This is an optimization exercise on Yosys and OpenROAD, whose aim is small area and a short achievable clock period, not a production implementation.
Where RTL was checked, it was by simulation tests only, not by an equivalence proof against the original.
Power figures rest on the tool's default switching activity, not on a simulated workload.

==> module magnitude, before the edit <==
module magnitude(voltage, clk, reset, pre_last, sel, cv_x, cv_t, cv_u, amp_t, amp_u, dc_offset);
input reset;
input [11:0] voltage;
input clk;
input pre_last;
input sel;
output [11:0] cv_x;
input [2:0] cv_t;
input [3:0] cv_u;
output reg [2:0] amp_t;
output reg [3:0] amp_u;
output reg [11:0] dc_offset;
reg [11:0] max;
reg [11:0] min;
reg [17:0] T;
function lt12(input [11:0] a, input [11:0] b);
	integer i;
	reg l;
	begin
		l = 1'b0;
		for (i = 0; i < 12; i = i + 1)
			l = (~a[i] & b[i]) | (~(a[i] ^ b[i]) & l);
		lt12 = l;
	end
endfunction
function [12:0] add12(input [11:0] a, input [11:0] b, input ci);
	integer i;
	reg c;
	begin
		c = ci;
		for (i = 0; i < 12; i = i + 1) begin
			add12[i] = a[i] ^ b[i] ^ c;
			c = (a[i] & b[i]) | (c & (a[i] ^ b[i]));
		end
		add12[12] = c;
	end
endfunction
function [18:0] inc18(input [17:0] x, input ci);
	integer i;
	reg c;
	begin
		c = ci;
		for (i = 0; i < 18; i = i + 1) begin
			inc18[i] = x[i] ^ c;
			c = c & x[i];
		end
		inc18[18] = c;
	end
endfunction
localparam [17:0] T0 = 18'd62144;    
wire [18:0] Tn = inc18(T, pre_last);
wire wend = Tn[18];
wire [12:0] sum = add12(max, min, 1'b0);
wire [12:0] dif = add12(max, ~min, 1'b1);
assign cv_x = sel ? dc_offset : dif[11:0];
always @(posedge clk)
if (reset) begin
	amp_t <= 3'd0;
	amp_u <= 4'd0;
	max <= 12'd0;
	min <= 12'hFFF;
	dc_offset <= 12'd0;
	T <= T0;
end else begin
	dc_offset <= sum[12:1];
	if (wend) begin
		amp_t <= 3'd0;
		amp_u <= 4'd0;
		max <= 12'd0;
		min <= 12'hFFF;
		T <= T0;
	end else begin
		if (~sel) begin
			amp_t <= cv_t;
			amp_u <= cv_u;
		end
		if (lt12(max, voltage)) max <= voltage;
		if (lt12(voltage, min)) min <= voltage;
		T <= Tn[17:0];
	end
end
endmodule
==> module frequency, before the edit <==
module frequency(clk, reset, data, mean, f_th, f_h, f_t, f_u);
	input clk;
	input reset;
	input [11:0] mean;
	input [11:0] data;
	output [2:0] f_th;
	output [3:0] f_h, f_t, f_u;
	reg [1:0] mode;
	reg [16:0] e;
	reg [4:0] aux;
	reg [16:0] R;
	reg [4:0] s;
	reg [14:0] Q;
	reg [14:0] fout;
	assign f_th = fout[14:12];
	assign f_h = fout[11:8];
	assign f_t = fout[7:4];
	assign f_u = fout[3:0];
	function lt12(input [11:0] a, input [11:0] b);
		integer i;
		reg l;
		begin
			l = 1'b0;
			for (i = 0; i < 12; i = i + 1)
				l = (~a[i] & b[i]) | (~(a[i] ^ b[i]) & l);
			lt12 = l;
		end
	endfunction
	function [17:0] inc17(input [16:0] x, input ci);
		integer i;
		reg c;
		begin
			c = ci;
			for (i = 0; i < 17; i = i + 1) begin
				inc17[i] = x[i] ^ c;
				c = c & x[i];
			end
			inc17[17] = c;
		end
	endfunction
	function [18:0] sub18(input [17:0] a, input [17:0] b);
		integer i;
		reg c;
		begin
			c = 1'b0;
			for (i = 0; i < 18; i = i + 1) begin
				sub18[i] = a[i] ^ ~b[i] ^ c;
				c = (a[i] & ~b[i]) | (c & (a[i] ^ ~b[i]));
			end
			sub18[18] = c;
		end
	endfunction
	wire lt = lt12(data, mean);
	wire eq = (data == mean);
	wire gt = ~lt & ~eq;
	wire xing = gt & ~mode[0];
	wire inc = (lt & ~mode[1]) | (gt & mode[0]);
	wire sat = e[16] & e[15] & ~e[14] & e[13];
	wire busy = ~(s[4] & s[0]);    
	wire last = s[4] & ~s[0];
	wire [17:0] e1x = inc17(e, ~busy & inc & ~sat);
	wire [16:0] e1 = e1x[16:0];
	wire [17:0] a1x = inc17({12'd0, aux}, inc);
	wire [4:0] aux1 = a1x[4:0];
	reg nb;
	always @(*) begin
		case (s)
			5'd0, 5'd1, 5'd6, 5'd7, 5'd9, 5'd11: nb = 1'b1;
			default: nb = 1'b0;
		endcase
	end
	wire [17:0] rs = {R, nb};
	wire [18:0] dfx = sub18(rs, {1'b0, e});
	wire [17:0] df = dfx[17:0];
	wire ge = dfx[18];
	function [3:0] adj(input [3:0] d);
		case (d)
			4'd5: adj = 4'd8;
			4'd6: adj = 4'd9;
			4'd7: adj = 4'd10;
			4'd8: adj = 4'd11;
			4'd9: adj = 4'd12;
			default: adj = d;
		endcase
	endfunction
	wire [3:0] au = adj(Q[3:0]);
	wire [3:0] at = adj(Q[7:4]);
	wire [3:0] ah = adj(Q[11:8]);
	wire [14:0] Qn = {Q[13:12], ah[3], ah[2:0], at[3], at[2:0], au[3], au[2:0], ge};
	wire qstep = (s >= 5'd5);
	always @(posedge clk) begin
		if (reset) begin
			mode <= 2'b00;
			e <= 17'h1FFFF;
			s <= 5'd17;
			Q <= 15'd0;
			fout <= 15'd0;
		end else begin
			if (xing) begin
				fout <= Q;
				Q <= 15'd0;
				R <= 17'd0;
				s <= 5'd0;
				aux <= 5'd0;
				mode <= 2'b11;
			end else begin
				if (gt & mode == 2'b11) mode <= 2'b01;
				if (lt & mode == 2'b01) mode <= 2'b00;
				if (busy) begin
					R <= ge ? df[16:0] : rs[16:0];
					if (qstep) Q <= Qn;
					s <= s + 5'd1;   
					aux <= aux1;
					if (last) e <= {12'd0, aux1};
				end
				if (~last) e <= e1;
			end
		end
	end
endmodule
export LEC_CHECK = 0
export ABC_AREA = 1
export CAP_MARGIN = 20
export CORE_MARGIN = 2
export CORE_UTILIZATION = 40
export SLEW_MARGIN = 20
create_clock -name core_clock -period 110.0 [get_ports {clock}]
run.sh (not shown) runs the stock make flow with config.mk's settings and CLKGATE_MAP_FILE= SYNTH_SCRIPT=/design/flow/synth_recipe.tcl, a recipe that flattens the netlist after the stock synthesis.
==> next run, changes <==
--- a/flow/design.v
+++ b/flow/design.v
@@ -67,13 +67,13 @@
 input [3:0] cv_u;
 output reg [2:0] amp_t;
 output reg [3:0] amp_u;
 output reg [11:0] dc_offset;
 reg [11:0] max;
 reg [11:0] min;
-reg [17:0] T;
+reg [19:0] T;
 function lt12(input [11:0] a, input [11:0] b);
 	integer i;
 	reg l;
 	begin
 		l = 1'b0;
 		for (i = 0; i < 12; i = i + 1)
@@ -90,27 +90,15 @@
 			add12[i] = a[i] ^ b[i] ^ c;
 			c = (a[i] & b[i]) | (c & (a[i] ^ b[i]));
 		end
 		add12[12] = c;
 	end
 endfunction
-function [18:0] inc18(input [17:0] x, input ci);
-	integer i;
-	reg c;
-	begin
-		c = ci;
-		for (i = 0; i < 18; i = i + 1) begin
-			inc18[i] = x[i] ^ c;
-			c = c & x[i];
-		end
-		inc18[18] = c;
-	end
-endfunction
-localparam [17:0] T0 = 18'd62144;    
-wire [18:0] Tn = inc18(T, pre_last);
-wire wend = Tn[18];
+localparam [19:0] T0 = 20'd1;
+localparam [19:0] TEND = 20'h44F1F;
+wire wend = (T == TEND);
 wire [12:0] sum = add12(max, min, 1'b0);
 wire [12:0] dif = add12(max, ~min, 1'b1);
 assign cv_x = sel ? dc_offset : dif[11:0];
 always @(posedge clk)
 if (reset) begin
 	amp_t <= 3'd0;
@@ -131,13 +119,13 @@
 		if (~sel) begin
 			amp_t <= cv_t;
 			amp_u <= cv_u;
 		end
 		if (lt12(max, voltage)) max <= voltage;
 		if (lt12(voltage, min)) min <= voltage;
-		T <= Tn[17:0];
+		T <= {T[18:0], T[19] ^ T[16]};
 	end
 end
 endmodule
 module conv50(x, t, u);
 input [11:0] x;
 output [2:0] t;
@@ -278,14 +266,14 @@
 				s <= 5'd0;
 				aux <= 5'd0;
 				mode <= 2'b11;
 			end else begin
 				if (gt & mode == 2'b11) mode <= 2'b01;
 				if (lt & mode == 2'b01) mode <= 2'b00;
+				R <= ge ? df[16:0] : rs[16:0];    
 				if (busy) begin
-					R <= ge ? df[16:0] : rs[16:0];
 					if (qstep) Q <= Qn;
 					s <= s + 5'd1;   
 					aux <= aux1;
 					if (last) e <= {12'd0, aux1};
 				end
 				if (~last) e <= e1;
After rerunning: Sequential power is about the same. Hold slack is better by 0.0070 ns. Area after synthesis stays flat. Global-route usage is higher by 0.19 points. Total power is higher by a few percent. Clock-buffer cell count is lower by 5. Wire length is higher slightly.
Function not checked in the second run of this note: the RTL went through the layout flow alone.

[what the ideal ports hide]
In the flow no input, the clock included, has a driving cell. The finished layouts below were timed again as built, in two steps.
Step 1 sets driving cells, clkbuf_16 on the clock port and buf_2 on the other inputs (assumed; they add their load-dependent delay and slew).
Step 2 also shifts input and output timing later by t, the mid clock arrival at the registers, as if the neighbouring blocks saw the same clock.
Slacks: no drivers / after step 1 / after step 2; pairs: no drivers / after step 1.
| run | shift t [ns] | setup slack, ns | worst setup path after step 2 | worst register clock-pin slew, ns |
|---|---|---|---|---|
| the first run | 0.564 | 86.378 / 86.331 / 86.274 | input to register | 0.06 / 0.06 |
| the second run | 0.564 | 85.458 / 85.489 / 84.925 | input to register | 0.06 / 0.06 |
After both steps setup and hold are still met in every run listed. The setup slack of the second run, which loses most, moves by +0.031 ns with the drivers and by -0.533 ns with both steps.
